This is an optimization exercise on Yosys and OpenROAD, whose aim is small area and a short achievable clock period, not a production implementation.
Function was checked by simulation only, so behaviour that the tests miss may differ from the original.

==> flow/design.v, too long to show whole: its modules and the start of the top module <==
// module quadrature_decoder: 9 lines
// module StepperPositionController: 1284 lines
// module sp_csa: 10 lines
// module sp_hsa: 9 lines
// module sp_rca: 22 lines
// module sp_inc: 19 lines
// module sp_ugt: 19 lines
module StepperPositionController (
    input clk,
    input reset,
    input write,
    input [4:0] address,
    input signed [31:0] writedata,
    input read,
    output signed [31:0] readdata,
    output step,
    output dir,
    input A,
    input B,
    input I,
    output reg enable,
    output reg [1:0] MS,
    input endswitch
  );
  // ...
==> flow/flow/run.sh <==
#!/bin/bash
# The standard layout (standard.sh), with two changes passed to ORFS:
#  - the clock tree uses sky130_fd_sc_hd__clkbuf_8 cells on sink clusters of at
#    most 14 flip-flops within 70 um, without the dummy loads CTS otherwise adds
#    for balancing;
#  - the port buffers are sky130_fd_sc_hd__buf_2 cells.
# Each tool's output goes to the ORFS logs under orfs/logs; standard.sh's own
# output to standard.log.
set -o pipefail
export CTS_ARGS="-sink_clustering_enable -repair_clock_nets -dont_use_dummy_load -buf_list sky130_fd_sc_hd__clkbuf_8 -sink_clustering_size 14 -sink_clustering_max_diameter 70"
export BUFFER_PORTS_ARGS="-buffer_cell sky130_fd_sc_hd__buf_2"
bash standard.sh > standard.log 2>&1
==> flow/standard.sh <==
#!/bin/bash
# synth_recipe.tcl (not shown) runs the flow's synth.tcl, then flattens the netlist and writes it again
# the make line also repeats each setting of config.mk as NAME=value (left out here)
make -C /OpenROAD-flow-scripts/flow DESIGN_CONFIG=/design/flow/config.mk WORK_HOME=/design/flow/orfs CLKGATE_MAP_FILE= SYNTH_SCRIPT=/design/flow/synth_recipe.tcl "${@:-finish}"
==> flow/config.mk <==
export PLATFORM = sky130hd
export DESIGN_NAME = StepperPositionController
export DESIGN_NICKNAME = StepperPositionController
export VERILOG_FILES = /design/flow/design.v
export SDC_FILE = /design/flow/constraint.sdc
export NUM_CORES = 4
export LEC_CHECK = 0
export ABC_AREA = 1
export CAP_MARGIN = 20
export CORE_MARGIN = 2
export CORE_UTILIZATION = 40
export CTS_BUF_LIST = sky130_fd_sc_hd__clkbuf_8
export SLEW_MARGIN = 20
export SYNTH_HIERARCHICAL = 1
==> flow/constraint.sdc <==
create_clock -name core_clock -period 100.0 [get_ports {clk}]
set_input_delay 20.0000 -clock core_clock [delete_from_list [all_inputs] [get_ports {clk}]]
set_output_delay 20.0000 -clock core_clock [all_outputs]
set_load 0.01 [all_outputs]
==> notes.md, run 1 <==
----------------------------------------------------
[Status]
  Result of the run ... complete, no violations

[Clock tree]
  Bufs on Longest Clock Path ... 3
  Resize count post-CTS ... 0
  Clock latency at the later pin of the worst-skew pair ... about 0.76 ns

[Floorplan]
  Die Height ... between 300 and 400 µm
  Area of the die ... roughly 150,000 µm²
  Starting density of the core ... 40.30%

[Final layout]
  Largest contributor to cell area by class ... multi-input combinational cells
  FFs & Latches ... about 660
  Area of combinational cells with multiple inputs ... 38,000 µm²
  Share of final layout cell area taken by non-clock buffers ... 2.036%

[Synth]
  Cell area after technology mapping ... 58,670 µm²
  Share of synthesized registers carrying an async set or reset ... 92.52%
  Dominant combinational cell family by area after synthesis ... adder cells
  Yosys cell types ... 56
  Complex-gate fraction of the synthesized area ... between 15 and 20%

[Drt]
  DRT iter0 DRCs ... 5,087
  Uppermost signal routing layer after detailed routing ... met5
  Routed length on met3 ... 21.82 mm
  Final routed DRC violation total ... 0
  Routed vias ... roughly 48k
  WL final ... 204.1 mm

[Critical path]
  FF-to-FF End ... res_nz
  Startpoint class of the critical path ... primary input

[Worst hold path]
  Path category of the worst min-delay check ... reg2reg

[STA]
  Fin Hold WS ... ~0.36 ns
  Least setup slack across all paths after layout ... 56.97 ns
  Min Clock Period, post-route ... 43.03 ns

----------------------------------------------------
==> inputs of run 2 (changes only) <==
--- a/flow/config.mk
+++ b/flow/config.mk
@@ -12,2 +12,3 @@
 export CTS_BUF_LIST = sky130_fd_sc_hd__clkbuf_8
+export PLACE_DENSITY = 0.8
 export SLEW_MARGIN = 20
==> run 2 against run 1 <==
Die area unchanged; utilization decreased by 0.083 points; maximum frequency decreased by 1.0%; cell count decreased by 0.16%; via count increased by 3.1%; worst hold slack improved by 0.0053 ns; critical path depth increased by 3; first-iteration DRC count increased by 39%; area after synthesis unchanged; setup slack got worse by 0.44 ns; design area decreased by 0.19%; highest routed layer unchanged.
==> notes.md, run 2 <==
----------------------------------------------------
[Status]
  Result of the run ... complete, no violations

[Floorplan]
  Boundary pin count ... 82
  Floorplan row count ... 140
  Starting density of the core ... 40.30% (unchanged)
  Die Height ... 387.0 µm (unchanged)
  Horizontal die dimension ... ~390 µm
  Area of the die ... 149,700 µm² (unchanged)
  Core area ... 145,600 µm²

[Synth]
  Portion of the post-synthesis area used by sequential elements ... 28.04%
  Cell area after technology mapping ... 58,670 µm² (unchanged)
  Library cell with the highest instance count after synthesis ... sky130_fd_sc_hd__nand2_1
  Commonest cells in the synthesized netlist ... sky130_fd_sc_hd__nand2_1, sky130_fd_sc_hd__o22ai_1, sky130_fd_sc_hd__fa_1
  Main flop type after synthesis ... sky130_fd_sc_hd__dfrtp_1
  Count of synthesis-stage warnings from yosys ... 7
  Number of enable flip-flop cells after synthesis ... 24
  Post-synthesis instance total ... 6,403
  Post-synthesis sequential element count ... 655
  Largest cells by area after synthesis ... sky130_fd_sc_hd__fa_1, sky130_fd_sc_hd__dfrtp_1, sky130_fd_sc_hd__xor2_1
  Top-area cell type share of the netlist area ... 24.95%
  Cell type with the highest aggregate area in the netlist ... sky130_fd_sc_hd__fa_1
  Mean Syn Cell Area ... slightly above 9 µm²
  Yosys cell types ... 56 (unchanged)
  Share of synthesized registers carrying an async set or reset ... 92.52% (unchanged)

[GRT]
  Antenna violations before repair ... 9
  Tot GR Track Use ... 25.56%
  First-pass GRT wire length ... about 300 mm
  Via count of the first global-routing pass ... 51.08k
  Maximum number of pins on one net before global-route repair ... 175
  Grt total ovfl ... 0

[Clock tree]
  Buffers inserted by post-CTS timing repair ... 0
  # hold bufs at CTS ... 0
  Clock latency at the later pin of the worst-skew pair ... 0.74 ns (-0.02 ns)
  Number of buffers added by the clock tree synthesis step ... 52
  Bufs on Longest Clock Path ... 3 (unchanged)
  Resize count post-CTS ... 0 (unchanged)
  Clock Pin Slew Worst Setup and Hold Paths ... roughly 0.09 ns
  Root Driver ... sky130_fd_sc_hd__clkbuf_8
  # H-tree levels ... 2
  CTS tree ... built
  Clock sink count ... 655

[Final layout]
  Post-layout util ... 42.31%
  Commonest non-fill, non-tap cells in the layout ... sky130_fd_sc_hd__nand2_1, sky130_fd_sc_hd__o22ai_1, sky130_fd_sc_hd__fa_1
  Area delta synth->final ... 4.991%
  Final net count ... 7,168
  Most frequent standard cell in the layout excluding fill and tap cells ... sky130_fd_sc_hd__nand2_1
  Share of final-layout standard cells stronger than drive strength 1 ... approximately 5.6%

[Placement]
  Final HPWL DP ... about 140 mm
  Final RePlAce weighted congestion ... 0.9781
  Buffers on Ports ... between 70 and 80

[Worst hold path]
  Hold_sp ... a_delayed[0]
  Path category of the worst min-delay check ... reg2reg

[STA]
  Slew margin rel. ... 15.17%
  Total setup violations reported at the end of the flow ... 0
  RSZ-0062 raised after global routing ... false
  FMAX ... approximately 23 MHz
  Final number of max-transition violations ... 0
  Actual transition at the worst max-transition pin ... 1.261 ns
  Min Clock Period, post-route ... 43.47 ns (+0.4439 ns)
  Setup clock skew after layout ... about 0.073 ns
  Aggregate negative setup slack ... 0 ns
  Ratio of final minimum period to clock period ... 43.47%
  Final Hold Violating Endpoints ... 0

[Drt]
  Number of nets with antenna violations after routing ... 0
  Routed vias ... 49.68k (+3.1%)
  Router iterations before antenna repair ... 29
  Final routed DRC violation total ... 0 (unchanged)
  Detail-routed net length per standard cell ... 24.01 µm
  DRT iter0 DRCs ... 7,090 (+39%)
  WL final ... 195.1 mm (-4.4%)
  Post-detailed-route via-to-cell ratio ... 6.112

[Critical path]
  Data arrival time of the worst path ... about 23 ns
  Reg-to-Reg Start ... position[0]
  Crit. End Element ... output port
  Timing startpoint of the critical path ... address[0]
  Critical path class ... in2out
  Startpoint class of the critical path ... primary input
  Worst EP required ... 80.00 ns
  Peak fanout along the critical path ... 27

[Job]
  Number of maximum-capacitance violations ... 0

----------------------------------------------------
## run 2: cell counts after synthesis
Identical to the previous run, type by type.
## run 2: critical path, cell delays in order
cell,delay (ns)
sky130_fd_sc_hd__buf_2,0.11
sky130_fd_sc_hd__inv_1,0.05
sky130_fd_sc_hd__nor2_1,0.08
sky130_fd_sc_hd__inv_1,0.06
sky130_fd_sc_hd__nor2_1,0.15
sky130_fd_sc_hd__inv_1,0.10
sky130_fd_sc_hd__nor2_1,0.72
sky130_fd_sc_hd__clkinv_1,1.09
sky130_fd_sc_hd__o221ai_1,0.50
sky130_fd_sc_hd__a221oi_1,0.11
sky130_fd_sc_hd__nand4_1,0.26
sky130_fd_sc_hd__buf_2,0.21
## run 2: cells by family after synthesis
logic type                 synth area share, %
AOI/OAI and AO/OA                        15.64
xor gates and xnor gates                 8.749
adders and majority gates                28.81
buffers and inverters                    7.659
DFF                                      28.04
muxes                                  0.01919
other                                  0.01280
and+or+nand+nor                          11.07
## run 2: worst paths after layout
kind	to	slack, ns	depth (start not counted)
setup / recovery	readdata[31]	56.53	12
hold reg to reg	a_delayed[1]	0.36	0
setup reg to reg	res_nz	66.59	91
max in group asynchronous	iterm[2]	78.85	3
min in group asynchronous	R[15]	19.52	2
hold / removal	a_delayed[1]	0.36	0
## run 2: routing by layer
metal  GRT usage, %  wire length, µm
met5              0               34
met4          11.97            11200
met3          8.168            26870
met2          39.30            85530
met1          32.74            71510
## run 2: final cells by class
class                   count  area [µm²]
clock buffers              52       715.7
inverters                 752        2830
repair buffers            179        1214
fillers                 13637       83970
diodes                      3       7.507
multi-input cells        4571       37980
flip-flops and latches    655       16450
well taps                1917        2399
## run 2: stage by stage
step | cells | worst slack [ns] | instance area (µm²) | hold slack [ns]
5_1_grt | 8127 | 56.38 | 61590 | 0.3720
3_3_place_gp | 8071 | 56.53 | 60770 | 0.3464
3_5_place_dp | 8071 | 56.51 | 60780 | 0.3379
6_report | 8129 | 56.53 | 61590 | 0.3626
2_1_floorplan | 6411 | 58.39 | 58700 | 0.3312
4_1_cts | 8123 | 56.50 | 61500 | 0.3590
## run 2: Yosys stat by module, one instance, submodules excluded, excerpt
| module | flops+latches | area (µm²) |
|---|---|---|
| quadrature_decoder | 0 | 70.07 |
| StepperPositionController | 655 | 43190 |
==> inputs of run 3 (changes only) <==
--- a/flow/config.mk
+++ b/flow/config.mk
@@ -12,3 +12,3 @@
 export CTS_BUF_LIST = sky130_fd_sc_hd__clkbuf_8
-export PLACE_DENSITY = 0.8
+export GPL_TIMING_DRIVEN = 0
 export SLEW_MARGIN = 20
==> run 3 against run 2 <==
Count of clock-buffer cells in the layout rose by 16; utilization rose by 0.78 points; via count rose by 1.9%; largest cell class unchanged.
==> notes.md, run 3 <==
----------------------------------------------------
[Status]
  Result of the run ... complete, no violations

[STA]
  Actual transition at the worst max-transition pin ... 1.291 ns (+0.03045 ns)
  Final Hold Violating Endpoints ... 0 (unchanged)
  Setup clock skew after layout ... 0.09575 ns (+0.02285 ns)
  Total setup violations reported at the end of the flow ... 0 (unchanged)
  Aggregate negative setup slack ... 0 ns (unchanged)
  Ratio of final minimum period to clock period ... 44.25% (+0.77 points)
  Slew margin rel. ... 13.92% (-1.3 points)
  RSZ-0062 raised after global routing ... false
  Min Clock Period, post-route ... 44.25 ns (+0.7748 ns)
  FMAX ... 22.60 MHz (-1.8%)
  Final number of max-transition violations ... 0 (unchanged)

[Final layout]
  Final net count ... 7,528 (+5.0%)
  Commonest non-fill, non-tap cells in the layout ... sky130_fd_sc_hd__nand2_1, sky130_fd_sc_hd__o22ai_1, sky130_fd_sc_hd__fa_1
  Filler cell count ... 14.50k (+6.3%)
  Register area ... 16,450 µm² (unchanged)
  Most frequent standard cell in the layout excluding fill and tap cells ... sky130_fd_sc_hd__nand2_1
  Share of final-layout standard cells stronger than drive strength 1 ... 4.049% (-1.6 points)
  Final cell count without fillers ... 8,493 (+4.5%)
  Area delta synth->final ... 6.938%
  Area of combinational cells with multiple inputs ... 37,780 µm² (-0.52%)

[Critical path]
  Crit. End Element ... output port
  Startpoint class of the critical path ... primary input
  Critical path class ... in2out
  Peak fanout along the critical path ... 10 (-63%)
  Worst-case register-to-register setup slack ... 64.97 ns (-1.62 ns)
  Worst EP required ... 80.00 ns (about the same)
  Reg-to-Reg Start ... position[0]
  Logic depth of the worst register-to-register path ... 88 (-3.3%)
  Data arrival time of the worst path ... 24.25 ns (+0.78 ns)
  FF-to-FF End ... res_nz

[Synth]
  Top-area cell type share of the netlist area ... 24.95% (unchanged)
  Number of enable flip-flop cells after synthesis ... 24 (unchanged)
  Cell area after technology mapping ... 58,670 µm² (unchanged)
  Post-synthesis sequential element count ... 655 (unchanged)
  Cell type with the highest aggregate area in the netlist ... sky130_fd_sc_hd__fa_1
  Commonest cells in the synthesized netlist ... sky130_fd_sc_hd__nand2_1, sky130_fd_sc_hd__o22ai_1, sky130_fd_sc_hd__fa_1
  Mean Syn Cell Area ... 9.162 µm² (unchanged)
  Count of synthesis-stage warnings from yosys ... 7 (unchanged)
  Largest cells by area after synthesis ... sky130_fd_sc_hd__fa_1, sky130_fd_sc_hd__dfrtp_1, sky130_fd_sc_hd__xor2_1
  Share of synthesized registers carrying an async set or reset ... 92.52% (unchanged)
  Main flop type after synthesis ... sky130_fd_sc_hd__dfrtp_1
  Portion of the post-synthesis area used by sequential elements ... 28.04% (unchanged)
  Library cell with the highest instance count after synthesis ... sky130_fd_sc_hd__nand2_1
  Post-synthesis instance total ... 6,403 (unchanged)
  Yosys cell types ... 56 (unchanged)

[GRT]
  Via count of the first global-routing pass ... 51.76k (+1.3%)
  Tot GR Track Use ... 36.30% (+11 points)
  First-pass GRT wire length ... 385.6 mm (+29%)
  Grt total ovfl ... 0 (unchanged)
  Maximum number of pins on one net before global-route repair ... 98 (-44%)
  Antenna violations before repair ... 12 (+3)

[Floorplan]
  Floorplan row count ... 140 (unchanged)
  Area of the die ... 149,700 µm² (unchanged)
  Die Height ... 387.0 µm (unchanged)
  Starting density of the core ... 40.30% (unchanged)
  Core area ... 145,600 µm² (unchanged)
  Boundary pin count ... 82 (unchanged)
  Horizontal die dimension ... 387.0 µm (unchanged)

[Drt]
  Post-detailed-route via-to-cell ratio ... 5.962 (-2.5%)
  DRT iter0 DRCs ... 5,280 (-26%)
  Final routed DRC violation total ... 0 (unchanged)
  Routed vias ... 50.63k (+1.9%)
  Detail-routed net length per standard cell ... 32.28 µm (+34%)
  WL final ... 274.2 mm (+41%)
  Number of nets with antenna violations after routing ... 0 (unchanged)
  Wire length the detailed router placed on met1 ... 106.3 mm (+49%)
  Router iterations before antenna repair ... 8 (-72%)
  Uppermost signal routing layer after detailed routing ... met5
  Routed length on met3 ... 19.85 mm (-26%)
  Detail Route met2 WL ... 125.6 mm (+47%)

[Placement]
  Buffers on Ports ... 79 (unchanged)
  Placed Cells ... 8,418 (+4.3%)
  Final HPWL DP ... 228.4 mm (+59%)
  Final RePlAce weighted congestion ... 1.034 (+5.7%)

[Worst hold path]
  Path category of the worst min-delay check ... reg2reg
  Hold path endpoint ... b_delayed[1]
  Worst hold path depth ... 0 (unchanged)
  Hold_sp ... b_delayed[0]

[Clock tree]
  # hold bufs at CTS ... 0 (unchanged)
  Number of buffers added by the clock tree synthesis step ... 68 (+31%)
  Clock sink count ... 655 (unchanged)
  Clock Pin Slew Worst Setup and Hold Paths ... 0.09 ns (about the same)
  Buffers inserted by post-CTS timing repair ... 0 (unchanged)
  Bufs on Longest Clock Path ... 3 (unchanged)
  Root Driver ... sky130_fd_sc_hd__clkbuf_8
  Resize count post-CTS ... 0 (unchanged)
  # H-tree levels ... 3 (+1)
  Clock latency at the later pin of the worst-skew pair ... 0.79 ns (+0.05 ns)
  CTS tree ... built

[Job]
  Number of maximum-capacitance violations ... 0 (unchanged)

----------------------------------------------------
## run 3: cell counts after synthesis
No cell type changed its count.
## run 3: layer usage
layer  vias to the layer above  track usage (%)
met4                         6            24.87
met5                         -                0
li1                      21655                -
met2                      2518            57.93
met1                     25804            45.18
met3                       650            6.072
## run 3: cells by family (layout without fill, tap and decap cells)
| kind of cell | Yosys count | in the layout | synth area share (%) |
|---|---|---|---|
| buf+inv | 1185 | 1343 | 7.659 |
| fa+ha+maj | 912 | 912 | 28.81 |
| xor+xnor | 586 | 586 | 8.749 |
| compound gates | 1485 | 1485 | 15.64 |
| other cells | 2 | 17 | 0.01280 |
| flops | 655 | 655 | 28.04 |
| simple gates | 1577 | 1577 | 11.07 |
| mux | 1 | 1 | 0.01919 |
## run 3: through the flow
| step | utilization, % | hold slack, ns | instance area (µm²) | setup WS [ns] |
|---|---|---|---|---|
| floorplan | - | 0.3312 | 58700 | 58.39 |
| detailed placement | 42.44 | 0.3412 | 61780 | 55.94 |
| finish | 43.10 | 0.3581 | 62740 | 55.75 |
| global placement | 42.24 | 0.3410 | 61490 | 55.10 |
| CTS | 43.08 | 0.3612 | 62710 | 55.94 |
| global route | 43.09 | 0.3777 | 62720 | 55.78 |
## run 3: worst max-delay path: stages
cell and delay [ns]:
sky130_fd_sc_hd__buf_2 0.14, sky130_fd_sc_hd__or3_1 0.36, sky130_fd_sc_hd__clkbuf_1 0.19, sky130_fd_sc_hd__nor2_1 0.89, sky130_fd_sc_hd__clkinv_1 0.91, sky130_fd_sc_hd__clkbuf_1 0.67, sky130_fd_sc_hd__o22ai_1 0.29, sky130_fd_sc_hd__a221oi_1 0.09
sky130_fd_sc_hd__nand4_1 0.43, sky130_fd_sc_hd__buf_2 0.23
## run 3: Yosys stat by module, one instance, submodules excluded, a selection
module | cell area (µm²) | cells | flops+latches
quadrature_decoder | 70.07 | 16 | 0
StepperPositionController | 43190 | 5594 | 655
## run 3: worst max-delay path by stage
stage / startpoint / end / slack (ns)
floorplan: address[1] / readdata[25] / 58.39
global placement: reset / Kp[0] / 55.10
detailed placement: address[1] / readdata[9] / 55.94
CTS: address[1] / readdata[9] / 55.94
global route: address[1] / readdata[9] / 55.78
finish: address[1] / readdata[9] / 55.75
## run 3: area by class of cell
cell class	count	share of cell area [%]
Sequential cell	655	26.22
Antenna cell	7	0.02792
Inverter	752	4.511
Timing Repair Buffer	90	1.037
Buffer	433	2.669
Clock buffer	68	1.492
Multi-Input combinational cell	4571	60.22
Tap cell	1917	3.823
==> inputs of run 4 (changes only) <==
--- a/flow/config.mk
+++ b/flow/config.mk
@@ -10,5 +10,4 @@
 export CORE_MARGIN = 2
-export CORE_UTILIZATION = 40
+export CORE_UTILIZATION = 50
 export CTS_BUF_LIST = sky130_fd_sc_hd__clkbuf_8
-export GPL_TIMING_DRIVEN = 0
 export SLEW_MARGIN = 20
==> run 4 against run 3 <==
Count of clock-buffer cells in the layout shrank 12; critical endpoint is now readdata[0]; design area down 2.4%; still clean on timing, DRC and antenna; first-iteration DRC count increased by 4.3%.
==> notes.md, run 4 <==
----------------------------------------------------
[Status]
  Result of the run ... complete, no violations

[Synth]
  Adder and majority gate portion of the synthesized area ... 28.81% (unchanged)
  Portion of the post-synthesis area used by sequential elements ... 28.04% (unchanged)
  Post-synthesis xor/xnor area fraction ... 8.749% (unchanged)
  Share of synthesized registers carrying an async set or reset ... 92.52% (unchanged)
  Number of enable flip-flop cells after synthesis ... 24 (unchanged)
  Library cell with the highest instance count after synthesis ... sky130_fd_sc_hd__nand2_1
  Post-synthesis share of cell area spent on and, or, nand and nor gates ... 11.07% (unchanged)
  Yosys cell types ... 56 (unchanged)
  Count of synthesis-stage warnings from yosys ... 7 (unchanged)
  Cell type with the highest aggregate area in the netlist ... sky130_fd_sc_hd__fa_1
  Cell area after technology mapping ... 58,670 µm² (unchanged)
  Complex-gate fraction of the synthesized area ... 15.64% (unchanged)
  Post-synthesis instance total ... 6,403 (unchanged)
  Multiplexer fraction of the synthesized cell area ... 0.01920% (unchanged)
  Dominant combinational cell family by area after synthesis ... adder cells
  Commonest cells in the synthesized netlist ... sky130_fd_sc_hd__nand2_1, sky130_fd_sc_hd__o22ai_1, sky130_fd_sc_hd__fa_1
  Main flop type after synthesis ... sky130_fd_sc_hd__dfrtp_1
  Mean Syn Cell Area ... 9.162 µm² (unchanged)
  Post-synthesis sequential element count ... 655 (unchanged)
  Top-area cell type share of the netlist area ... 24.95% (unchanged)
  Largest cells by area after synthesis ... sky130_fd_sc_hd__fa_1, sky130_fd_sc_hd__dfrtp_1, sky130_fd_sc_hd__xor2_1

[Clock tree]
  Number of buffers added by the clock tree synthesis step ... 56 (-18%)
  Root Driver ... sky130_fd_sc_hd__clkbuf_8
  Clock latency at the later pin of the worst-skew pair ... 0.73 ns (-0.06 ns)
  CTS tree ... built
  Buffers inserted by post-CTS timing repair ... 0 (unchanged)
  Bufs on Longest Clock Path ... 3 (unchanged)
  Clock sink count ... 655 (unchanged)
  Resize count post-CTS ... 0 (unchanged)
  # hold bufs at CTS ... 0 (unchanged)
  # H-tree levels ... 2 (-1)
  Clock Pin Slew Worst Setup and Hold Paths ... 0.09 ns (about the same)

[Final layout]
  Share of final-layout standard cells stronger than drive strength 1 ... 5.955% (+1.9 points)
  Filler cell count ... 10.71k (-26%)
  Most frequent standard cell in the layout excluding fill and tap cells ... sky130_fd_sc_hd__nand2_1
  Area delta synth->final ... 4.389%
  Commonest non-fill, non-tap cells in the layout ... sky130_fd_sc_hd__nand2_1, sky130_fd_sc_hd__o22ai_1, sky130_fd_sc_hd__fa_1
  Final net count ... 7,189 (-4.5%)

[STA]
  Final Hold Violating Endpoints ... 0 (unchanged)
  FMAX ... 23.19 MHz (+2.6%)
  Slew margin rel. ... 23.05% (+9.1 points)
  Aggregate negative setup slack ... 0 ns (unchanged)
  Actual transition at the worst max-transition pin ... 1.147 ns (-0.1442 ns)
  Min Clock Period, post-route ... 43.12 ns (-1.129 ns)
  Final number of max-transition violations ... 0 (unchanged)
  Total setup violations reported at the end of the flow ... 0 (unchanged)
  Ratio of final minimum period to clock period ... 43.12% (-1.1 points)
  Fin Hold WS ... 0.3670 ns (+0.008918 ns)
  RSZ-0062 raised after global routing ... false
  Setup clock skew after layout ... 0.04954 ns (-0.04621 ns)

[Floorplan]
  Floorplan row count ... 125 (-11%)
  Area of the die ... 120,100 µm² (-20%)
  Die Height ... 346.5 µm (-10%)
  Horizontal die dimension ... 346.5 µm (-10%)
  Boundary pin count ... 82 (unchanged)
  Starting density of the core ... 50.48% (+10 points)
  Core area ... 116,200 µm² (-20%)

[Drt]
  Post-detailed-route via-to-cell ratio ... 6.205 (+4.1%)
  Final routed DRC violation total ... 0 (unchanged)
  WL final ... 200.7 mm (-27%)
  Number of nets with antenna violations after routing ... 0 (unchanged)
  Uppermost signal routing layer after detailed routing ... met5
  Routed vias ... 48.13k (-4.9%)
  Detail Route met2 WL ... 88.44 mm (-30%)
  Routed length on met3 ... 19.86 mm (about the same)
  Router iterations before antenna repair ... 7 (-1)
  DRT iter0 DRCs ... 5,506 (+4.3%)
  Detail-routed net length per standard cell ... 25.87 µm (-20%)
  Wire length the detailed router placed on met1 ... 84.39 mm (-21%)

[Critical path]
  Data arrival time of the worst path ... 23.12 ns (-1.13 ns)
  Cell occurring most often along the worst timing path ... sky130_fd_sc_hd__buf_2
  Cell-by-cell trace of the critical path ... buf_2, or3_1, nor2_1, buf_4, clkinv_1, o21ai_0, nor4_1, o211ai_1, buf_2
  Maximum single-stage delay on the critical path ... 0.91 ns (about the same)
  CP max-delay cell ... sky130_fd_sc_hd__clkinv_1
  Critical Path Stages ... 9 (-1)
  Startpoint class of the critical path ... primary input
  Top delay family on crit path ... buffers and inverters
  Crit path buf inv count ... 4 (-1)
  Critical path class ... in2out
  Worst EP required ... 80.00 ns (about the same)
  Reg-to-Reg Start ... position[0]
  Logic depth of the worst register-to-register path ... 87 (-1.1%)
  Peak fanout along the critical path ... 26 (+16)
  Crit. End Element ... output port
  Timing startpoint of the critical path ... address[1]

[GRT]
  First-pass GRT wire length ... 304.7 mm (-21%)
  Tot GR Track Use ... 33.29% (-3.0 points)
  Antenna violations before repair ... 9 (-3)
  Via count of the first global-routing pass ... 48.49k (-6.3%)
  Grt total ovfl ... 0 (unchanged)
  Maximum number of pins on one net before global-route repair ... 110 (+12%)

[Placement]
  Buffers on Ports ... 79 (unchanged)
  Final HPWL DP ... 149.8 mm (-34%)
  Final RePlAce weighted congestion ... 0.9395 (-9.2%)

[Worst hold path]
  Hold_sp ... a_delayed[0]
  Path category of the worst min-delay check ... reg2reg
  Worst hold path depth ... 0 (unchanged)

[Job]
  Number of maximum-capacitance violations ... 0 (unchanged)

----------------------------------------------------
==> run 4: cell counts after synthesis <==
Identical to the previous run, type by type.
==> run 4: layout make-up <==
class                   instances  area [µm²]  share of cell area (%)
diodes                          2       5.005                0.008172
repair buffers                196        1274                   2.080
well taps                    1524        1907                   3.114
clock buffers                  56       770.7                   1.259
multi-input cells            4571       38000                   62.05
flip-flops and latches        655       16450                   26.87
inverters                     752        2830                   4.622
==> run 4: cell families after synthesis <==
group | after synthesis
AO/OA/AOI/OAI | 1485
XOR/XNOR | 586
adder cells (fa/ha/maj) | 912
buffers and inverters | 1185
flip-flops | 655
multiplexers | 1
other | 2
AND/OR/NAND/NOR | 1577
==> run 4: final timing paths <==
| path | slack [ns] | endpoint |
|---|---|---|
| min in group asynchronous | 19.43 | b_delayed[0] |
| worst min register to register | 0.37 | a_delayed[1] |
| worst max register to register | 66.33 | res_nz |
| max in group asynchronous | 77.40 | integralMax[19] |
| worst max-delay path | 56.88 | readdata[0] |
| worst min-delay path | 0.37 | a_delayed[1] |
==> run 4: per-module statistics from Yosys, one instance, submodules excluded, a selection <==
module                     flip-flops and latches  copies in the design  cells inside
StepperPositionController                     655                     1          5594
quadrature_decoder                              0                     1            16
==> run 4: through the flow <==
step                      std cells  util (%)  area [µm²]  worst slack, ns
after floorplan                6411         -       58700            58.39
after global routing           7755     52.70       61240            56.78
final                          7756     52.70       61240            56.88
after global placement         7698     52.00       60430            56.97
after detailed placement       7698     52.00       60430            56.87
after CTS                      7754     52.67       61200            56.89
==> run 4: worst reg2reg max path, delay by kind of cell, from the launching register on <==
family                   cells  cell delay [ns]
buffers and inverters        7             2.59
AO/OA/AOI/OAI                4             0.59
AND/OR/NAND/NOR              7             0.74
adder cells (fa/ha/maj)     68            29.05
XOR/XNOR                     1             0.20
flip-flops                   1             0.43
==> run 4: layer usage <==
metal | vias to the layer above | GRT usage [%]
met5 | - | 0
met4 | 4 | 12.56
met3 | 471 | 7.348
met2 | 2592 | 50.25
met1 | 24124 | 47.02
li1 | 20938 | -
==> inputs of run 5 (changes only) <==
--- a/flow/flow/run.sh
+++ b/flow/flow/run.sh
@@ -5,3 +5,3 @@
 #    for balancing;
-#  - the port buffers are sky130_fd_sc_hd__buf_2 cells.
+#  - the port buffers are sky130_fd_sc_hd__buf_4 cells.
 # Each tool's output goes to the ORFS logs under orfs/logs; standard.sh's own
@@ -10,3 +10,3 @@
 export CTS_ARGS="-sink_clustering_enable -repair_clock_nets -dont_use_dummy_load -buf_list sky130_fd_sc_hd__clkbuf_8 -sink_clustering_size 14 -sink_clustering_max_diameter 70"
-export BUFFER_PORTS_ARGS="-buffer_cell sky130_fd_sc_hd__buf_2"
+export BUFFER_PORTS_ARGS="-buffer_cell sky130_fd_sc_hd__buf_4"
 bash standard.sh > standard.log 2>&1
--- a/flow/config.mk
+++ b/flow/config.mk
@@ -10,3 +10,3 @@
 export CORE_MARGIN = 2
-export CORE_UTILIZATION = 50
+export CORE_UTILIZATION = 40
 export CTS_BUF_LIST = sky130_fd_sc_hd__clkbuf_8
==> run 5 against run 4 <==
Global-route usage fell by 6.7 points; register-to-register slack improved by 0.04 ns; design area rose by 1.1%; die area rose by 25%; setup slack improved by 0.22 ns; flip-flop and latch count did not move; critical path depth rose by 4; clock skew barely moved; wire length rose by 0.52%; cell count rose by 5.0%; highest routed layer unchanged.
==> notes.md, run 5 <==
----------------------------------------------------
[Status]
  Result of the run ... complete, no violations

[Drt]
  Routed vias ... 47.85k (-0.58%)
  Detail-routed net length per standard cell ... 24.77 µm (-4.2%)
  Number of nets with antenna violations after routing ... 0 (unchanged)
  Final routed DRC violation total ... 0 (unchanged)
  WL final ... 201.7 mm (+0.52%)
  Post-detailed-route via-to-cell ratio ... 5.878 (-5.3%)
  DRT iter0 DRCs ... 4,841 (-12%)
  Router iterations before antenna repair ... 6 (-1)

[STA]
  Ratio of final minimum period to clock period ... 42.90% (-0.22 points)
  Min Clock Period, post-route ... 42.90 ns (-0.2175 ns)
  RSZ-0062 raised after global routing ... false
  Final number of max-transition violations ... 0 (unchanged)
  Aggregate negative setup slack ... 0 ns (unchanged)
  Least setup slack across all paths after layout ... 57.10 ns (+0.2175 ns)
  FMAX ... 23.31 MHz (+0.51%)
  Actual transition at the worst max-transition pin ... 1.208 ns (+0.06093 ns)
  Setup clock skew after layout ... 0.04993 ns (+0.0003900 ns)
  Final Hold Violating Endpoints ... 0 (unchanged)
  Total setup violations reported at the end of the flow ... 0 (unchanged)
  Slew margin rel. ... 19.38% (-3.7 points)

[Placement]
  Worst slack after detailed placement ... 57.28 ns (+0.4119 ns)
  Buffers on Ports ... 79 (unchanged)
  Final RePlAce weighted congestion ... 0.9616 (+2.4%)
  Final HPWL DP ... 150.8 mm (+0.72%)
  Cell Area, Placed ... 61,090 µm² (+1.1%)

[Synth]
  Commonest cells in the synthesized netlist ... sky130_fd_sc_hd__nand2_1, sky130_fd_sc_hd__o22ai_1, sky130_fd_sc_hd__fa_1
  Largest cells by area after synthesis ... sky130_fd_sc_hd__fa_1, sky130_fd_sc_hd__dfrtp_1, sky130_fd_sc_hd__xor2_1
  Share of synthesized registers carrying an async set or reset ... 92.52% (unchanged)
  Mean Syn Cell Area ... 9.162 µm² (unchanged)
  Post-synthesis sequential element count ... 655 (unchanged)
  Number of enable flip-flop cells after synthesis ... 24 (unchanged)
  Portion of the post-synthesis area used by sequential elements ... 28.04% (unchanged)
  Cell area after technology mapping ... 58,670 µm² (unchanged)
  Cell type with the highest aggregate area in the netlist ... sky130_fd_sc_hd__fa_1
  Library cell with the highest instance count after synthesis ... sky130_fd_sc_hd__nand2_1
  Top-area cell type share of the netlist area ... 24.95% (unchanged)
  Count of synthesis-stage warnings from yosys ... 7 (unchanged)
  Post-synthesis instance total ... 6,403 (unchanged)
  Yosys cell types ... 56 (unchanged)
  Main flop type after synthesis ... sky130_fd_sc_hd__dfrtp_1

[Critical path]
  Critical path class ... in2out
  Crit path buf inv count ... 7 (+3)
  Cell occurring most often along the worst timing path ... sky130_fd_sc_hd__buf_4
  Reg-to-Reg Start ... position[0]
  Data arrival time of the worst path ... 22.90 ns (-0.22 ns)
  Peak fanout along the critical path ... 25 (-3.8%)
  Worst setup endpoint ... readdata[16]
  Crit. End Element ... output port
  Logic depth of the worst register-to-register path ... 87 (unchanged)
  Startpoint class of the critical path ... primary input
  CP max-delay cell ... sky130_fd_sc_hd__a2111oi_0
  Maximum single-stage delay on the critical path ... 0.88 ns (-0.03 ns)
  Critical Path Stages ... 13 (+4)
  Top delay family on crit path ... buffers and inverters
  Worst EP required ... 80.00 ns (about the same)
  Cell-by-cell trace of the critical path ... buf_4, inv_1, nand2_1, nor2_1, inv_1, nor2_1, buf_4, clkinv_1, buf_4, nor2_1, a2111oi_0, nand4_1, buf_4
  Worst-case register-to-register setup slack ... 66.37 ns (+0.04 ns)
  FF-to-FF End ... res_nz
  Timing startpoint of the critical path ... address[0]

[Floorplan]
  Starting density of the core ... 40.30% (-10 points)
  Area of the die ... 149,700 µm² (+25%)
  Floorplan row count ... 140 (+12%)
  Boundary pin count ... 82 (unchanged)
  Die Height ... 387.0 µm (+12%)
  Horizontal die dimension ... 387.0 µm (+12%)
  Core area ... 145,600 µm² (+25%)

[Final layout]
  Final net count ... 7,181 (-0.11%)
  Most frequent standard cell in the layout excluding fill and tap cells ... sky130_fd_sc_hd__nand2_1
  Post-layout util ... 42.53% (-10 points)
  Area delta synth->final ... 5.520%
  Filler cell count ... 14.08k (+31%)
  Commonest non-fill, non-tap cells in the layout ... sky130_fd_sc_hd__nand2_1, sky130_fd_sc_hd__o22ai_1, sky130_fd_sc_hd__inv_1, sky130_fd_sc_hd__fa_1, sky130_fd_sc_hd__xor2_1
  Area of all placed cells without fillers ... 61,900 µm² (+1.1%)
  Share of final-layout standard cells stronger than drive strength 1 ... 5.818% (-0.14 points)

[GRT]
  Antenna violations before repair ... 4 (-5)
  Tot GR Track Use ... 26.64% (-6.7 points)
  Grt total ovfl ... 0 (unchanged)
  Via count of the first global-routing pass ... 48.95k (+0.95%)
  Maximum number of pins on one net before global-route repair ... 162 (+47%)
  First-pass GRT wire length ... 306.3 mm (+0.53%)

[Job]
  Number of maximum-capacitance violations ... 0 (unchanged)

[Clock tree]
  Resize count post-CTS ... 0 (unchanged)
  Bufs on Longest Clock Path ... 3 (unchanged)
  Clock latency at the later pin of the worst-skew pair ... 0.72 ns (about the same)
  # hold bufs at CTS ... 0 (unchanged)
  CTS tree ... built
  # H-tree levels ... 2 (unchanged)
  Root Driver ... sky130_fd_sc_hd__clkbuf_8
  Clock Pin Slew Worst Setup and Hold Paths ... 0.08 ns (about the same)
  Buffers inserted by post-CTS timing repair ... 0 (unchanged)
  Clock sink count ... 655 (unchanged)
  Number of buffers added by the clock tree synthesis step ... 53 (-5.4%)

[Worst hold path]
  Path category of the worst min-delay check ... reg2reg

----------------------------------------------------
run 5: Yosys stat by module (local to each module, per instance), a selection:
module                     area (µm²)  flops+latches  times used  cells inside
StepperPositionController       43190            655           1          5594
quadrature_decoder              70.07              0           1            16
run 5: worst min path at each step:
stage	startpoint	depth (start not counted)	to	slack, ns
after floorplan	a_delayed[0]	0	a_delayed[1]	0.33
after global placement	a_delayed[0]	0	a_delayed[1]	0.34
after detailed placement	a_delayed[0]	0	a_delayed[1]	0.33
after CTS	a_delayed[0]	0	a_delayed[1]	0.36
after global routing	a_delayed[0]	0	a_delayed[1]	0.38
final	a_delayed[0]	0	a_delayed[1]	0.35
run 5: final cells by class:
class / count / area, µm² / share of cell area [%]
sequential: 655 / 16450 / 26.58
inverter: 752 / 2830 / 4.572
clock buffer: 53 / 729.5 / 1.178
antenna: 2 / 5.005 / 0.008085
tap: 1917 / 2399 / 3.875
multi-input combinational: 4571 / 38000 / 61.38
timing repair buffer: 191 / 1491 / 2.409
run 5: cells by family (layout without fill, tap and decap cells):
| group | count (synthesis) | count (layout) | share of synthesized area (%) |
|---|---|---|---|
| buf+inv | 1185 | 996 | 7.659 |
| compound gates | 1485 | 1485 | 15.64 |
| mux | 1 | 1 | 0.01919 |
| flops | 655 | 655 | 28.04 |
| other cells | 2 | 12 | 0.01280 |
| xor+xnor | 586 | 586 | 8.749 |
| fa+ha+maj | 912 | 912 | 28.81 |
| simple gates | 1577 | 1577 | 11.07 |
run 5: worst register-to-register path: cells and delay by family (launching register included):
family                   cells  cell delay, ns
AO/OA/AOI/OAI                4            0.59
XOR/XNOR                     1            0.22
adder cells (fa/ha/maj)     68           28.89
buffers and inverters        5            2.38
flip-flops                   1            0.41
AND/OR/NAND/NOR              9            1.04
run 5: per-layer routing:
layer | track usage (%) | wire (µm)
met1 | 36.97 | 84570
met4 | 10.15 | 8401
met3 | 6.564 | 20710
met2 | 40.16 | 88000
met5 | 0 | 10
run 5: per-stage QoR:
stage	cells	hold slack [ns]
finish	8141	0.3520
global route	8140	0.3765
CTS	8137	0.3582
detailed placement	8084	0.3347
global placement	8083	0.3354
floorplan	6411	0.3312
==> inputs of run 6 (changes only) <==
==> flow/flow/run.sh (replaced) <==
#!/bin/bash
# The standard layout (standard.sh), with two changes passed to ORFS:
#  - the clock tree uses sky130_fd_sc_hd__clkbuf_8 cells on sink clusters of at
#    most 16 flip-flops within 80 um, without the dummy loads CTS otherwise adds
#    for balancing;
#  - the port buffers are sky130_fd_sc_hd__buf_2 cells.
# Each tool's output goes to the ORFS logs under orfs/logs; standard.sh's own
# output to standard.log.
set -o pipefail
export CTS_ARGS="-sink_clustering_enable -repair_clock_nets -dont_use_dummy_load -buf_list sky130_fd_sc_hd__clkbuf_8 -sink_clustering_size 16 -sink_clustering_max_diameter 80"
export BUFFER_PORTS_ARGS="-buffer_cell sky130_fd_sc_hd__buf_2"
bash standard.sh > standard.log 2>&1
==> run 6 against run 5 <==
Non-clock buffer count stayed put; worst hold slack better by 0.0092 ns; still clean; maximum frequency is 0.22% lower; design area is 0.45% lower; count of clock-buffer cells in the layout is 6 lower; setup slack worse by 0.095 ns; utilization is 0.19 points lower; wire length is 1.1% higher; cell count hardly changed.
==> notes.md, run 6 <==
----------------------------------------------------
[Drt]
  DRT iter0 DRCs ... 5,286 (+9.2%)
  WL final ... 203.9 mm (+1.1%)
  Routed vias ... 48.30k (+0.94%)
  Router iterations before antenna repair ... 6 (unchanged)
  Number of nets with antenna violations after routing ... 0 (unchanged)
  Post-detailed-route via-to-cell ratio ... 5.935 (+0.98%)
  Detail-routed net length per standard cell ... 25.06 µm (+1.1%)
  Final routed DRC violation total ... 0 (unchanged)

[Clock tree]
  Clock sink count ... 655 (unchanged)
  # hold bufs at CTS ... 0 (unchanged)
  Resize count post-CTS ... 0 (unchanged)
  # H-tree levels ... 2 (unchanged)
  Bufs on Longest Clock Path ... 3 (unchanged)
  CTS tree ... built
  Clock latency at the later pin of the worst-skew pair ... 0.72 ns (about the same)
  Root Driver ... sky130_fd_sc_hd__clkbuf_8
  Number of buffers added by the clock tree synthesis step ... 47 (-11%)
  Clock Pin Slew Worst Setup and Hold Paths ... 0.10 ns (+0.02 ns)
  Buffers inserted by post-CTS timing repair ... 0 (unchanged)

[Synth]
  Count of synthesis-stage warnings from yosys ... 7 (unchanged)
  Yosys cell types ... 56 (unchanged)
  Post-synthesis sequential element count ... 655 (unchanged)
  Number of enable flip-flop cells after synthesis ... 24 (unchanged)
  Cell type with the highest aggregate area in the netlist ... sky130_fd_sc_hd__fa_1
  Mean Syn Cell Area ... 9.162 µm² (unchanged)
  Largest cells by area after synthesis ... sky130_fd_sc_hd__fa_1, sky130_fd_sc_hd__dfrtp_1, sky130_fd_sc_hd__xor2_1
  Share of synthesized registers carrying an async set or reset ... 92.52% (unchanged)
  Cell area after technology mapping ... 58,670 µm² (unchanged)
  Post-synthesis instance total ... 6,403 (unchanged)
  Main flop type after synthesis ... sky130_fd_sc_hd__dfrtp_1
  Commonest cells in the synthesized netlist ... sky130_fd_sc_hd__nand2_1, sky130_fd_sc_hd__o22ai_1, sky130_fd_sc_hd__fa_1
  Portion of the post-synthesis area used by sequential elements ... 28.04% (unchanged)
  Top-area cell type share of the netlist area ... 24.95% (unchanged)
  Library cell with the highest instance count after synthesis ... sky130_fd_sc_hd__nand2_1

[Floorplan]
  Floorplan row count ... 140 (unchanged)
  Die Height ... 387.0 µm (unchanged)
  Starting density of the core ... 40.30% (unchanged)
  Core area ... 145,600 µm² (unchanged)
  Boundary pin count ... 82 (unchanged)
  Horizontal die dimension ... 387.0 µm (unchanged)
  Area of the die ... 149,700 µm² (unchanged)

[STA]
  Final number of max-transition violations ... 0 (unchanged)
  Actual transition at the worst max-transition pin ... 1.163 ns (-0.04464 ns)
  Setup clock skew after layout ... 0.04267 ns (-0.007255 ns)
  Aggregate negative setup slack ... 0 ns (unchanged)
  Ratio of final minimum period to clock period ... 43.00% (+0.095 points)
  Slew margin rel. ... 22.36% (+3.0 points)
  Total setup violations reported at the end of the flow ... 0 (unchanged)
  Min Clock Period, post-route ... 43.00 ns (+0.09470 ns)
  RSZ-0062 raised after global routing ... false
  FMAX ... 23.26 MHz (-0.22%)
  Final Hold Violating Endpoints ... 0 (unchanged)

[Final layout]
  Commonest non-fill, non-tap cells in the layout ... sky130_fd_sc_hd__nand2_1, sky130_fd_sc_hd__o22ai_1, sky130_fd_sc_hd__fa_1
  Register area ... 16,450 µm² (unchanged)
  Filler cell count ... 14.17k (+0.64%)
  Share of final-layout standard cells stronger than drive strength 1 ... 5.743% (-0.075 points)
  Final net count ... 7,175 (-0.084%)
  Post-layout util ... 42.34% (-0.19 points)
  Area of combinational cells with multiple inputs ... 38,000 µm² (about the same)
  Most frequent standard cell in the layout excluding fill and tap cells ... sky130_fd_sc_hd__nand2_1
  Area delta synth->final ... 5.048%

[Critical path]
  Crit path buf inv count ... 4 (-3)
  Top delay family on crit path ... buffers and inverters
  Cell-by-cell trace of the critical path ... buf_2, or3_1, nor2_1, buf_4, clkinv_1, o221ai_1, a211oi_1, nand4_1, buf_2
  Cell occurring most often along the worst timing path ... sky130_fd_sc_hd__buf_2
  Peak fanout along the critical path ... 26 (+4.0%)
  Data arrival time of the worst path ... 23.00 ns (+0.10 ns)
  CP max-delay cell ... sky130_fd_sc_hd__clkinv_1
  Crit. End Element ... output port
  Startpoint class of the critical path ... primary input
  Critical path class ... in2out
  Worst EP required ... 80.00 ns (about the same)
  Maximum single-stage delay on the critical path ... 0.86 ns (-0.02 ns)

[GRT]
  Tot GR Track Use ... 26.81% (+0.17 points)
  Via count of the first global-routing pass ... 48.72k (-0.48%)
  Grt total ovfl ... 0 (unchanged)
  Maximum number of pins on one net before global-route repair ... 123 (-24%)
  First-pass GRT wire length ... 307.3 mm (+0.34%)
  Antenna violations before repair ... 12 (+8)

[Placement]
  Final RePlAce weighted congestion ... 0.9375 (-2.5%)
  Final HPWL DP ... 151.7 mm (+0.59%)
  Buffers on Ports ... 79 (unchanged)

[Worst hold path]
  Path category of the worst min-delay check ... reg2reg

[Status]
  Result of the run ... complete, no violations

[Job]
  Number of maximum-capacitance violations ... 0 (unchanged)

----------------------------------------------------
## run 6: cell counts after synthesis
No cell type changed its count.
## run 6: modules after synthesis (local to each module, per instance), a selection
module	area, µm²	flops+latches	times used	cells inside
quadrature_decoder	70.07	0	1	16
StepperPositionController	43190	655	1	5594
## run 6: final cells by class
type                            count  area share (%)
Antenna cell                        5         0.02030
Multi-Input combinational cell   4571           61.66
Tap cell                         1917           3.892
Timing Repair Buffer              191           2.083
Sequential cell                   655           26.70
Inverter                          752           4.593
Clock buffer                       47           1.050
## run 6: final timing paths
path	from	endpoint	slack, ns	depth (start not counted)
max	address[1]	readdata[22]	57.00	9
min	b_delayed[0]	b_delayed[1]	0.36	0
max reg2reg	position[0]	res_nz	65.90	87
min reg2reg	b_delayed[0]	b_delayed[1]	0.36	0
max in group asynchronous	reset	count[4]	76.88	6
min in group asynchronous	reset	ms_lfsr[10]	19.44	2
## run 6: cell families after synthesis
group / count (synthesis) / share of synthesized area, %
AND/OR/NAND/NOR: 1577 / 11.07
AO/OA/AOI/OAI: 1485 / 15.64
buffers and inverters: 1185 / 7.659
adder cells (fa/ha/maj): 912 / 28.81
flip-flops: 655 / 28.04
XOR/XNOR: 586 / 8.749
other: 2 / 0.01280
multiplexers: 1 / 0.01919
## run 6: stage by stage
| step | setup WS, ns | area [µm²] | std cells | hold WS (ns) |
|---|---|---|---|---|
| 2_1_floorplan | 58.39 | 58700 | 6411 | 0.3312 |
| 4_1_cts | 57.02 | 61510 | 8130 | 0.3688 |
| 5_1_grt | 56.81 | 61620 | 8134 | 0.3787 |
| 3_3_place_gp | 57.06 | 60860 | 8083 | 0.3388 |
| 3_5_place_dp | 57.02 | 60870 | 8083 | 0.3380 |
| 6_report | 57.00 | 61630 | 8138 | 0.3611 |
## run 6: routing by layer
metal / track usage (%) / vias to the layer above / wire [µm]
met3: 6.256 / 514 / 22070
met2: 41.10 / 2677 / 89620
met4: 9.362 / 8 / 8147
met5: 0 / - / 42
met1: 37.20 / 24180 / 84050
li1: - / 20920 / -
==> inputs of run 7 (changes only) <==
==> flow/flow/run.sh (replaced) <==
#!/bin/bash
# The standard layout (standard.sh), with two changes passed to ORFS:
#  - the clock tree is built without the dummy loads CTS otherwise adds for balancing;
#  - the port buffers are sky130_fd_sc_hd__buf_2 cells.
# Each tool's output goes to the ORFS logs under orfs/logs; standard.sh's own
# output to standard.log.
set -o pipefail
export CTS_ARGS="-sink_clustering_enable -repair_clock_nets -dont_use_dummy_load -buf_list sky130_fd_sc_hd__clkbuf_4"
export BUFFER_PORTS_ARGS="-buffer_cell sky130_fd_sc_hd__buf_2"
bash standard.sh > standard.log 2>&1
--- a/flow/config.mk
+++ b/flow/config.mk
@@ -11,3 +11,3 @@
 export CORE_UTILIZATION = 40
-export CTS_BUF_LIST = sky130_fd_sc_hd__clkbuf_8
+export CTS_BUF_LIST = sky130_fd_sc_hd__clkbuf_4
 export SLEW_MARGIN = 20
==> run 7 against run 6 <==
Still clean; setup slack worse by 0.057 ns; die area did not move; global-route usage increased by 0.32 points; critical path type unchanged.
==> notes.md, run 7 <==
----------------------------------------------------
[Critical path]
  FF-to-FF End ... res_nz
  Logic depth of the worst register-to-register path ... 87 (unchanged)
  Crit path buf inv count ... 4 (unchanged)
  CP max-delay cell ... sky130_fd_sc_hd__clkinv_1
  Top delay family on crit path ... buffers and inverters
  Startpoint class of the critical path ... primary input
  Reg-to-Reg Start ... position[0]
  Worst EP required ... 80.00 ns (about the same)
  Cell occurring most often along the worst timing path ... sky130_fd_sc_hd__buf_2
  Cell-by-cell trace of the critical path ... buf_2, or3_1, nor2_1, buf_4, clkinv_1, o221ai_1, a211oi_1, nand4_1, buf_2
  Maximum single-stage delay on the critical path ... 0.89 ns (+0.03 ns)
  Peak fanout along the critical path ... 26 (unchanged)
  Timing startpoint of the critical path ... address[1]
  Worst setup endpoint ... readdata[22]
  Critical Path Stages ... 9 (unchanged)
  Data arrival time of the worst path ... 23.05 ns (+0.05 ns)
  Worst-case register-to-register setup slack ... 65.88 ns (-0.02 ns)
  Critical path class ... in2out
  Crit. End Element ... output port

[Drt]
  Post-detailed-route via-to-cell ratio ... 5.913 (-0.37%)
  Number of nets with antenna violations after routing ... 0 (unchanged)
  Routed vias ... 48.84k (+1.1%)
  DRT iter0 DRCs ... 5,095 (-3.6%)
  WL final ... 205.2 mm (+0.64%)
  Final routed DRC violation total ... 0 (unchanged)
  Router iterations before antenna repair ... 8 (+2)
  Detail-routed net length per standard cell ... 24.85 µm (-0.85%)

[Clock tree]
  Root Driver ... sky130_fd_sc_hd__clkbuf_4
  Clock Pin Slew Worst Setup and Hold Paths ... 0.05 ns (-0.05 ns)
  Resize count post-CTS ... 0 (unchanged)
  Clock sink count ... 655 (unchanged)
  Number of buffers added by the clock tree synthesis step ... 168 (+260%)
  Clock latency at the later pin of the worst-skew pair ... 1.09 ns (+0.37 ns)
  # hold bufs at CTS ... 0 (unchanged)
  # H-tree levels ... 4 (+2)
  CTS tree ... built
  Buffers inserted by post-CTS timing repair ... 0 (unchanged)
  Bufs on Longest Clock Path ... 3 (unchanged)

[STA]
  Final Hold Violating Endpoints ... 0 (unchanged)
  Slew margin rel. ... 23.03% (+0.67 points)
  Actual transition at the worst max-transition pin ... 1.153 ns (-0.01004 ns)
  Min Clock Period, post-route ... 43.05 ns (+0.05670 ns)
  Fin Hold WS ... 0.3499 ns (-0.01128 ns)
  Aggregate negative setup slack ... 0 ns (unchanged)
  Final number of max-transition violations ... 0 (unchanged)
  Least setup slack across all paths after layout ... 56.95 ns (-0.05670 ns)
  RSZ-0062 raised after global routing ... false
  FMAX ... 23.23 MHz (-0.13%)
  Total setup violations reported at the end of the flow ... 0 (unchanged)
  Ratio of final minimum period to clock period ... 43.05% (+0.057 points)
  Setup clock skew after layout ... 0.07319 ns (+0.03052 ns)

[GRT]
  Antenna violations before repair ... 12 (unchanged)
  Grt total ovfl ... 0 (unchanged)
  Maximum number of pins on one net before global-route repair ... 123 (unchanged)
  Tot GR Track Use ... 27.13% (+0.32 points)
  First-pass GRT wire length ... 309.3 mm (+0.65%)
  Via count of the first global-routing pass ... 49.72k (+2.1%)

[Synth]
  Share of synthesized registers carrying an async set or reset ... 92.52% (unchanged)
  Commonest cells in the synthesized netlist ... sky130_fd_sc_hd__nand2_1, sky130_fd_sc_hd__o22ai_1, sky130_fd_sc_hd__fa_1
  Main flop type after synthesis ... sky130_fd_sc_hd__dfrtp_1
  Portion of the post-synthesis area used by sequential elements ... 28.04% (unchanged)
  Post-synthesis instance total ... 6,403 (unchanged)
  Largest cells by area after synthesis ... sky130_fd_sc_hd__fa_1, sky130_fd_sc_hd__dfrtp_1, sky130_fd_sc_hd__xor2_1
  Yosys cell types ... 56 (unchanged)
  Top-area cell type share of the netlist area ... 24.95% (unchanged)
  Cell type with the highest aggregate area in the netlist ... sky130_fd_sc_hd__fa_1
  Library cell with the highest instance count after synthesis ... sky130_fd_sc_hd__nand2_1
  Cell area after technology mapping ... 58,670 µm² (unchanged)
  Post-synthesis sequential element count ... 655 (unchanged)
  Mean Syn Cell Area ... 9.162 µm² (unchanged)
  Number of enable flip-flop cells after synthesis ... 24 (unchanged)
  Count of synthesis-stage warnings from yosys ... 7 (unchanged)

[Floorplan]
  Floorplan row count ... 140 (unchanged)
  Boundary pin count ... 82 (unchanged)
  Starting density of the core ... 40.30% (unchanged)
  Horizontal die dimension ... 387.0 µm (unchanged)
  Core area ... 145,600 µm² (unchanged)
  Area of the die ... 149,700 µm² (unchanged)
  Die Height ... 387.0 µm (unchanged)

[Placement]
  Placed Cells ... 8,083 (unchanged)
  Final RePlAce weighted congestion ... 0.9375 (unchanged)
  Final HPWL DP ... 151.7 mm (unchanged)
  Worst slack after detailed placement ... 57.02 ns (unchanged)
  Buffers on Ports ... 79 (unchanged)

[Worst hold path]
  Path category of the worst min-delay check ... reg2reg

[Final layout]
  Final net count ... 7,296 (+1.7%)
  Final cell count without fillers ... 8,260 (+1.5%)
  Most frequent standard cell in the layout excluding fill and tap cells ... sky130_fd_sc_hd__nand2_1
  Commonest non-fill, non-tap cells in the layout ... sky130_fd_sc_hd__nand2_1, sky130_fd_sc_hd__o22ai_1, sky130_fd_sc_hd__fa_1
  Share of final-layout standard cells stronger than drive strength 1 ... 7.543% (+1.8 points)
  Area delta synth->final ... 6.100%

[Status]
  Result of the run ... complete, no violations

[Job]
  Number of maximum-capacitance violations ... 0 (unchanged)

----------------------------------------------------
## run 7: cell counts after synthesis
Identical to the previous run, type by type.
## run 7: per-layer routing
layer / track usage [%] / vias to the layer above / wire length, µm
li1: - / 21211 / -
met1: 36.82 / 24326 / 84190
met2: 40.77 / 2719 / 89790
met3: 7.103 / 582 / 22120
met4: 12.06 / 6 / 9096
met5: 0 / - / 36
## run 7: through the flow
step | instance area [µm²] | utilization, %
after CTS | 62130 | 42.68
after global placement | 60860 | 41.81
after global routing | 62240 | 42.75
after detailed placement | 60870 | 41.81
after floorplan | 58700 | -
final | 62240 | 42.76
## run 7: area by class of cell
type	instances	area (µm²)
antenna	6	15.01
sequential	655	16450
clock buffer	168	1261
inverter	752	2830
timing repair buffer	191	1284
tap	1917	2399
multi-input combinational	4571	38000
fill	14147	83320
## run 7: kinds of logic (layout without fill, tap and decap cells)
kind of cell	Yosys count	after routing	synth area share (%)
AO/OA/AOI/OAI	1485	1485	15.64
adder cells (fa/ha/maj)	912	912	28.81
XOR/XNOR	586	586	8.749
multiplexers	1	1	0.01919
other	2	16	0.01280
buffers and inverters	1185	1111	7.659
flip-flops	655	655	28.04
AND/OR/NAND/NOR	1577	1577	11.07
## run 7: how the worst min path moves through the flow
stage	start	to	depth (start not counted)
after floorplan	a_delayed[0]	a_delayed[1]	0
after CTS	b_delayed[0]	b_delayed[1]	0
after global routing	a_delayed[0]	a_delayed[1]	0
after detailed placement	a_delayed[0]	a_delayed[1]	0
final	b_delayed[0]	b_delayed[1]	0
after global placement	b_delayed[0]	b_delayed[1]	0
## run 7: Yosys stat by module, one instance, submodules excluded, excerpt
| module | cells inside | flip-flops and latches | area (µm²) | copies in the design |
|---|---|---|---|---|
| StepperPositionController | 5594 | 655 | 43190 | 1 |
| quadrature_decoder | 16 | 0 | 70.07 | 1 |
==> inputs of run 8 (changes only) <==
==> flow/run.sh (new file) <==
#!/bin/bash
# synth_recipe.tcl (not shown) runs the flow's synth.tcl, then flattens the netlist and writes it again
# the make line also repeats each setting of config.mk as NAME=value (left out here)
make -C /OpenROAD-flow-scripts/flow DESIGN_CONFIG=/design/flow/config.mk WORK_HOME=/design/flow/orfs CLKGATE_MAP_FILE= SYNTH_SCRIPT=/design/flow/synth_recipe.tcl finish
removed: flow/flow/run.sh
removed: flow/standard.sh
==> run 8 against run 7 <==
Still clean on timing, DRC and antenna; wire length is 0.32% higher; count of clock-buffer cells in the layout is 82 higher; synthesized cell count unchanged; non-clock buffer count increased by 2; maximum frequency fell by 2.1%; clock skew fell by 0.011 ns.
==> notes.md, run 8 <==
----------------------------------------------------
[Floorplan]
  Die Height ... 387.0 µm (unchanged)
  Area of the die ... 149,700 µm² (unchanged)
  Horizontal die dimension ... 387.0 µm (unchanged)
  Boundary pin count ... 82 (unchanged)
  Starting density of the core ... 40.30% (unchanged)

[STA]
  Final Hold Violating Endpoints ... 0 (unchanged)
  Setup clock skew after layout ... 0.06207 ns (-0.01112 ns)
  Ratio of final minimum period to clock period ... 43.98% (+0.93 points)
  Aggregate negative setup slack ... 0 ns (unchanged)
  Final number of max-transition violations ... 0 (unchanged)
  Min Clock Period, post-route ... 43.98 ns (+0.9301 ns)
  Slew margin rel. ... 22.17% (-0.86 points)

[Drt]
  WL final ... 205.9 mm (+0.32%)
  Detail-routed net length per standard cell ... 24.50 µm (-1.4%)
  Post-detailed-route via-to-cell ratio ... 5.843 (-1.2%)
  DRT iter0 DRCs ... 5,364 (+5.3%)

[Critical path]
  Peak fanout along the critical path ... 26 (unchanged)
  Worst EP required ... 80.00 ns (about the same)

[GRT]
  Tot GR Track Use ... 27.19% (+0.060 points)
  Via count of the first global-routing pass ... 50.15k (+0.87%)
  Antenna violations before repair ... 8 (-4)

[Placement]
  Final HPWL DP ... 151.4 mm (-0.24%)

[Synth]
  Yosys cell types ... 56 (unchanged)
  Cell type with the highest aggregate area in the netlist ... sky130_fd_sc_hd__fa_1
  Post-synthesis instance total ... 6,403 (unchanged)
  Share of synthesized registers carrying an async set or reset ... 92.52% (unchanged)
  Post-synthesis share of cell area spent on and, or, nand and nor gates ... 11.07% (unchanged)
  Number of enable flip-flop cells after synthesis ... 24 (unchanged)
  Adder and majority gate portion of the synthesized area ... 28.81% (unchanged)
  Largest cells by area after synthesis ... sky130_fd_sc_hd__fa_1, sky130_fd_sc_hd__dfrtp_1, sky130_fd_sc_hd__xor2_1
  Library cell with the highest instance count after synthesis ... sky130_fd_sc_hd__nand2_1
  Dominant combinational cell family by area after synthesis ... adder cells
  Count of synthesis-stage warnings from yosys ... 7 (unchanged)

[Clock tree]
  # H-tree levels ... 4 (unchanged)
  Bufs on Longest Clock Path ... 3 (unchanged)
  # hold bufs at CTS ... 0 (unchanged)
  CTS tree ... built
  Clock sink count ... 655 (unchanged)
  Clock latency at the later pin of the worst-skew pair ... 1.12 ns (+0.03 ns)
  Number of buffers added by the clock tree synthesis step ... 169 (+0.60%)

[Status]
  Result of the run ... complete, no violations

[Final layout]
  Share of final-layout standard cells stronger than drive strength 1 ... 7.829% (+0.29 points)
  Area of all placed cells without fillers ... 63,740 µm² (+2.4%)
  Area delta synth->final ... 8.644%

----------------------------------------------------
-- run 8: cell counts after synthesis --
Identical to the previous run, type by type.
-- run 8: area by class of cell --
class | count | area [µm²]
diodes | 10 | 25.02
clock buffers | 250 | 1877
clock inverters | 55 | 432.9
fillers | 14039 | 81830
inverters | 752 | 2830
multi-input cells | 4571 | 37990
flip-flops and latches | 655 | 16450
well taps | 1917 | 2399
repair buffers | 193 | 1729
-- run 8: critical path: stages --
cell	delay [ns]
sky130_fd_sc_hd__clkdlybuf4s50_1	0.63
sky130_fd_sc_hd__inv_1	0.10
sky130_fd_sc_hd__nand2_1	0.11
sky130_fd_sc_hd__nor2_1	0.05
sky130_fd_sc_hd__inv_1	0.15
sky130_fd_sc_hd__nor2_1	0.06
sky130_fd_sc_hd__buf_4	0.19
sky130_fd_sc_hd__clkinv_1	0.53
sky130_fd_sc_hd__nor2_1	0.07
sky130_fd_sc_hd__a2111oi_0	0.92
sky130_fd_sc_hd__nand4_1	0.53
sky130_fd_sc_hd__clkdlybuf4s50_1	0.63
-- run 8: path summary, 6_finish.rpt --
| kind | from | to | slack [ns] | cells after the start |
|---|---|---|---|---|
| hold reg to reg | b_delayed[0] | b_delayed[1] | 0.35 | 0 |
| setup reg to reg | position[0] | res_nz | 66.70 | 88 |
| min in group asynchronous | reset | ms_lfsr[11] | 19.41 | 2 |
| hold / removal | b_delayed[0] | b_delayed[1] | 0.35 | 0 |
| max in group asynchronous | reset | count[1] | 77.79 | 5 |
| setup / recovery | address[0] | readdata[16] | 56.02 | 12 |
-- run 8: through the flow --
stage | setup WS [ns] | hold slack, ns | instances
2_1_floorplan | 58.39 | 0.3312 | 6411
5_1_grt | 55.95 | 0.3690 | 8403
6_report | 56.02 | 0.3527 | 8403
3_5_place_dp | 56.13 | 0.3380 | 8085
4_1_cts | 56.12 | 0.3555 | 8390
3_3_place_gp | 56.19 | 0.3371 | 8084
-- run 8: cell families (layout without fill, tap and decap cells) --
group,count (synthesis),after routing
XOR/XNOR,586,586
buffers and inverters,1185,1250
flip-flops,655,655
AO/OA/AOI/OAI,1485,1485
adder cells (fa/ha/maj),912,912
AND/OR/NAND/NOR,1577,1577
other,2,20
multiplexers,1,1
-- run 8: per-module statistics from Yosys (local to each module, per instance), excerpt --
module,copies in the design,cells,area (µm²)
StepperPositionController,1,5594,43190
quadrature_decoder,1,16,70.07
-- run 8: routing by layer --
layer  up-vias  routed length, µm  GRT usage (%)
li1      21345                  -              -
met1     24434              84710          36.83
met2      2788              90600          41.12
met3       525              22740          7.817
met4         6               7816          10.60
met5         -                 34              0

re-timing with driven ports:
In the flow no input, the clock included, has a driving cell. The finished layouts below were timed again as built, in two steps. Step 1: set_driving_cell puts a clkbuf_16 on clk and a buf_2 on each other input, an assumption about the parent block. Step 2 also shifts input and output timing later by t, the mid clock arrival at the registers, as if the neighbouring blocks saw the same clock. a / b / c = ideal ports / drivers / drivers and shift; a / b = the first two.
| run | t, ns | setup WS [ns] | worst setup path after step 2 | worst slew at a driven data input, ns | cell pins on the clock port's net |
|---|---|---|---|---|---|
| run 1 | 0.791 | 56.971 / 56.906 / 56.906 | input to output | 0.10 | 1 |
| run 2 | 0.770 | 56.527 / 56.445 / 56.445 | input to output | 0.18 | 1 |
| run 3 | 0.830 | 55.752 / 55.719 / 55.719 | input to output | 0.06 | 1 |
| run 4 | 0.782 | 56.881 / 56.807 / 56.807 | input to output | 0.10 | 1 |
| run 5 | 0.768 | 57.098 / 57.026 / 57.026 | input to output | 0.09 | 1 |
| run 6 | 0.764 | 57.004 / 56.937 / 56.937 | input to output | 0.10 | 1 |
| run 7 | 1.119 | 56.947 / 56.879 / 56.879 | input to output | 0.10 | 1 |
| run 8 | 1.158 | 56.017 / 55.986 / 55.986 | input to output | 0.10 | 1 |
After both steps setup and hold are still met in every run listed. For run 2, which loses most, drivers alone change the setup slack by -0.082 ns; drivers and shift together by -0.082 ns.
